From an optimization exercise on the open Yosys and OpenROAD flow, aimed at small area and a short achievable clock period; shortcuts taken in it are not production practice. RTL that was checked went through simulation tests only; none was proved equivalent to the original. Power figures rest on the tool's default switching activity, not on a simulated workload.

// alu
module alu(
  input   wire  [63:0]    in1       ,
  input   wire  [63:0]    in2       ,
  input   wire  [2:0]     op        ,
  input   wire            in_valid  ,
  output  wire            in_ready  ,
  output  reg   [63:0]    res       ,
  output  reg             out_valid ,
  input   wire            out_ready ,
  input   wire            clk       ,
  input   wire            rstn      
);
For scale: roughly 1100 cells after synthesis, roughly 200 I/O pins, about 9500 um^2 of cells after synthesis.
clock: 4.6 ns
lec_check: 0
abc_area: 1
cap_margin: 20
core_margin: 2
core_utilization: 40
slew_margin: 20
standard.sh (not shown) runs the stock make flow with config.mk's settings and CLKGATE_MAP_FILE= SYNTH_SCRIPT=/design/flow/synth_recipe.tcl, a recipe that flattens the netlist after the stock synthesis.
==> flow/flow/run.sh <==
#!/bin/bash
# Layout flow: the standard ORFS flow (standard.sh, with the standard
# synthesis unchanged), except that the port buffers that global placement
# puts on every input and output are sky130_fd_sc_hd__buf_1 instead of the
# delay buffer buffer_ports picks by default. Every port still gets its own
# buffer. The make output goes to standard.log in the work folder; ORFS keeps
# each step's log under orfs/logs/.
set -euo pipefail
bash standard.sh "BUFFER_PORTS_ARGS=-buffer_cell sky130_fd_sc_hd__buf_1" finish > standard.log 2>&1
The baseline produced a clean layout.
Edit:
--- a/flow/design.v
+++ b/flow/design.v
@@ -4,20 +4,23 @@
   input   wire  [2:0]     op        ,
   input   wire            in_valid  ,
   output  wire            in_ready  ,
   output  reg   [63:0]    res       ,
   output  reg             out_valid ,
   input   wire            out_ready ,
   input   wire            clk       ,
   input   wire            rstn      
 );
-  wire sub   = ~op[2] & ~op[1] & op[0];
-  wire [63:0] b = in2 ^ {64{op[0]}};
+  wire sub   = op[0] & ~op[1];
+  wire addop = ~op[2] & ~op[1];          
+  wire andor = op[2] & op[1];            
+  wire keepp = ~op[2] | (op[1] & op[0]);  
+  wire [63:0] b = in2 ^ {64{sub}};
   wire [63:0] p = in1 ^ b;    
   wire [63:0] g = in1 & b;    
   wire        cin = sub;
   wire [63:0] c;              
   wire bg0_1 = g[1] | (p[1] & g[0]);
   wire bp0_1 = p[1] & p[0];
   wire bg0_2 = g[2] | (p[2] & bg0_1);
   wire bp0_2 = p[2] & bp0_1;
   wire bg0_3 = g[3] | (p[3] & bg0_2);
@@ -220,20 +223,19 @@
   assign c[55] = g[54] | (p[54] & c[54]);
   assign c[56] = G3_14;
   assign c[57] = g[56] | (p[56] & c[56]);
   assign c[58] = g[57] | (p[57] & c[57]);
   assign c[59] = g[58] | (p[58] & c[58]);
   assign c[60] = G3_15;
   assign c[61] = g[60] | (p[60] & c[60]);
   assign c[62] = g[61] | (p[61] & c[61]);
   assign c[63] = g[62] | (p[62] & c[62]);
-  wire [63:0] result = op[2] ? ({64{op[1]}} & (op[0] ? (in1 | in2) : (in1 & in2)))
-                             : (op[1] ? (in1 ^ in2) : (p ^ c));
+  wire [63:0] result = (p & {64{keepp}}) ^ ((c & {64{addop}}) | (g & {64{andor}}));
   assign in_ready = ~(out_valid & ~out_ready);
   always @(posedge clk) begin
     if (in_ready)
       res <= result;
   end
   always @(posedge clk) begin
     out_valid <= rstn & (in_valid | ~in_ready);
   end
 endmodule
What happened: Power is lower by 14%; critical path depth is lower by 1; synthesized area drops by 33%; sequential cell count stays the same; die area shrinks by 32%; sequential power goes up by about 8%.
No run of this note included a check of the RTL's function; only the layout flow was run.


== oak ==
Another version of the RTL of alu (not shown whole).
For scale: ~770 cells after synthesis, ~80 flip-flops.
## alu
module alu(
  input   wire  [63:0]    in1       ,
  input   wire  [63:0]    in2       ,
  input   wire  [2:0]     op        ,
  input   wire            in_valid  ,
  output  wire            in_ready  ,
  output  wire  [63:0]    res       ,
  output  reg             out_valid ,
  input   wire            out_ready ,
  input   wire            clk       ,
  input   wire            rstn      
);
  wire sub   = op[0] & ~op[1];
  wire addop = ~op[2] & ~op[1];           
  wire andor = op[2] & op[1];             
  wire keepp = ~op[2] | (op[1] & op[0]);  
  wire [63:0] b = in2 ^ {64{sub}};
  wire [63:0] p = in1 ^ b;    
  wire [63:0] g = in1 & b;    
  wire [63:0] ci;
  wire [15:0] bg;         
  wire [15:0] bp;         
  assign ci[0] = sub;
  assign ci[1] = g[0] | (p[0] & ci[0]);
  assign ci[2] = g[1] | (p[1] & ci[1]);
  assign ci[3] = g[2] | (p[2] & ci[2]);
  assign bg[0] = g[3] | (p[3] & ci[3]);
  assign bp[0] = &p[3:0];
  assign ci[4] = 1'b0;
  assign ci[5] = g[4] | (p[4] & ci[4]);
  assign ci[6] = g[5] | (p[5] & ci[5]);
  assign ci[7] = g[6] | (p[6] & ci[6]);
  assign bg[1] = g[7] | (p[7] & ci[7]);
  ...
==> flow/config.mk <==
export PLATFORM = sky130hd
export DESIGN_NAME = alu
export DESIGN_NICKNAME = alu
export VERILOG_FILES = /design/flow/design.v
export SDC_FILE = /design/flow/constraint.sdc
export NUM_CORES = 4
export LEC_CHECK = 0
export ABC_AREA = 1
export CAP_MARGIN = 20
export CORE_MARGIN = 2
export CORE_UTILIZATION = 40
export CTS_BUF_LIST = sky130_fd_sc_hd__clkbuf_8
export SETUP_SLACK_MARGIN = 2.0
export SLEW_MARGIN = 20
==> flow/constraint.sdc <==
create_clock -name core_clock -period 4.6 [get_ports {clk}]
set_input_delay 0.9200 -clock core_clock [delete_from_list [all_inputs] [get_ports {clk}]]
set_output_delay 0.9200 -clock core_clock [all_outputs]
set_load 0.01 [all_outputs]
Scripts as last shown in full above: flow/flow/run.sh
### oak -> pine
--- a/flow/design.v
+++ b/flow/design.v
@@ -178,21 +178,20 @@
   assign cb[10] = tg3_9;
   assign cb[11] = tg3_10;
   assign cb[12] = tg3_11;
   assign cb[13] = tg3_12;
   assign cb[14] = tg3_13;
   assign cb[15] = tg3_14;
   wire [63:0] part = (p & {64{keepp}}) ^ ((ci & {64{addop}}) | (g & {64{andor}}));
   assign in_ready = ~(out_valid & ~out_ready);
-  wire load = in_valid & in_ready;
   reg [63:0] part_q;           
   reg [15:1] cb_q;           
   always @(posedge clk) begin
-    if (load) begin
+    if (in_ready) begin
       part_q <= part;
       cb_q   <= cb & {15{addop}};
     end
   end
   always @(posedge clk) begin
     out_valid <= rstn & (in_valid | ~in_ready);
   end
   wire [63:0] inc;
==> comparison <==
Having completed the whole flow, oak delivered a layout that passed the timing, DRC and antenna checks.
The final layout from pine, which completed every stage, passed the timing, DRC and antenna checks at the end of the flow.
Design area: pine vs oak — no meaningful difference
From oak to pine the numbers moved as follows: starting density of the core shows no meaningful change, worst slew margin relative to its limit shows a reduction of 0.40 points, worst slack on hold paths shows an increase of 220 ps.
Comparing pine against oak, there is no change at all in sequential cell count.
Fmax: pine > oak
Changes observed in pine relative to oak: sequential group power now larger, number of nets at the end of the flow comparable.
The simple-gate share of the synthesized area of oak and that of pine are within noise of each other.
For oak, only the layout was checked, not whether the RTL still works.

## port drivers added, routing unchanged
In the flow no input, the clock included, has a driving cell. The finished layouts below were timed again as built, in two steps.
Step 1, drivers: a clkbuf_16 drives clk and a buf_2 each remaining input, both assumed.
Step 2 adds t to the input delays and takes it off the output delays; t is the mean of the earliest and latest rising clock arrival at the registers after step 1. Input paths then give back, and output paths get back, about the clock's delay inside the block.
Slacks: ideal / step 1 / step 2; pairs: ideal / step 1.
run	t (ns)	setup WS [ns]	latest minus earliest clock arrival (ns)	worst data-port slew with drivers (ns)
the first run of note 1	0.384	0.215 / 0.213 / -0.171	0.009 / 0.010	0.07
the second run of note 1	0.367	1.080 / 1.098 / 0.730	0.008 / 0.007	0.07
oak	0.405	1.924 / 1.903 / 1.498	0.008 / 0.008	0.08
pine	0.393	1.945 / 1.931 / 1.538	0.008 / 0.008	0.06
With both steps, setup timing fails in the first run of note 1, where it was met with ideal ports. For oak, which loses most, drivers alone change the setup slack by -0.021 ns; drivers and shift together by -0.426 ns.
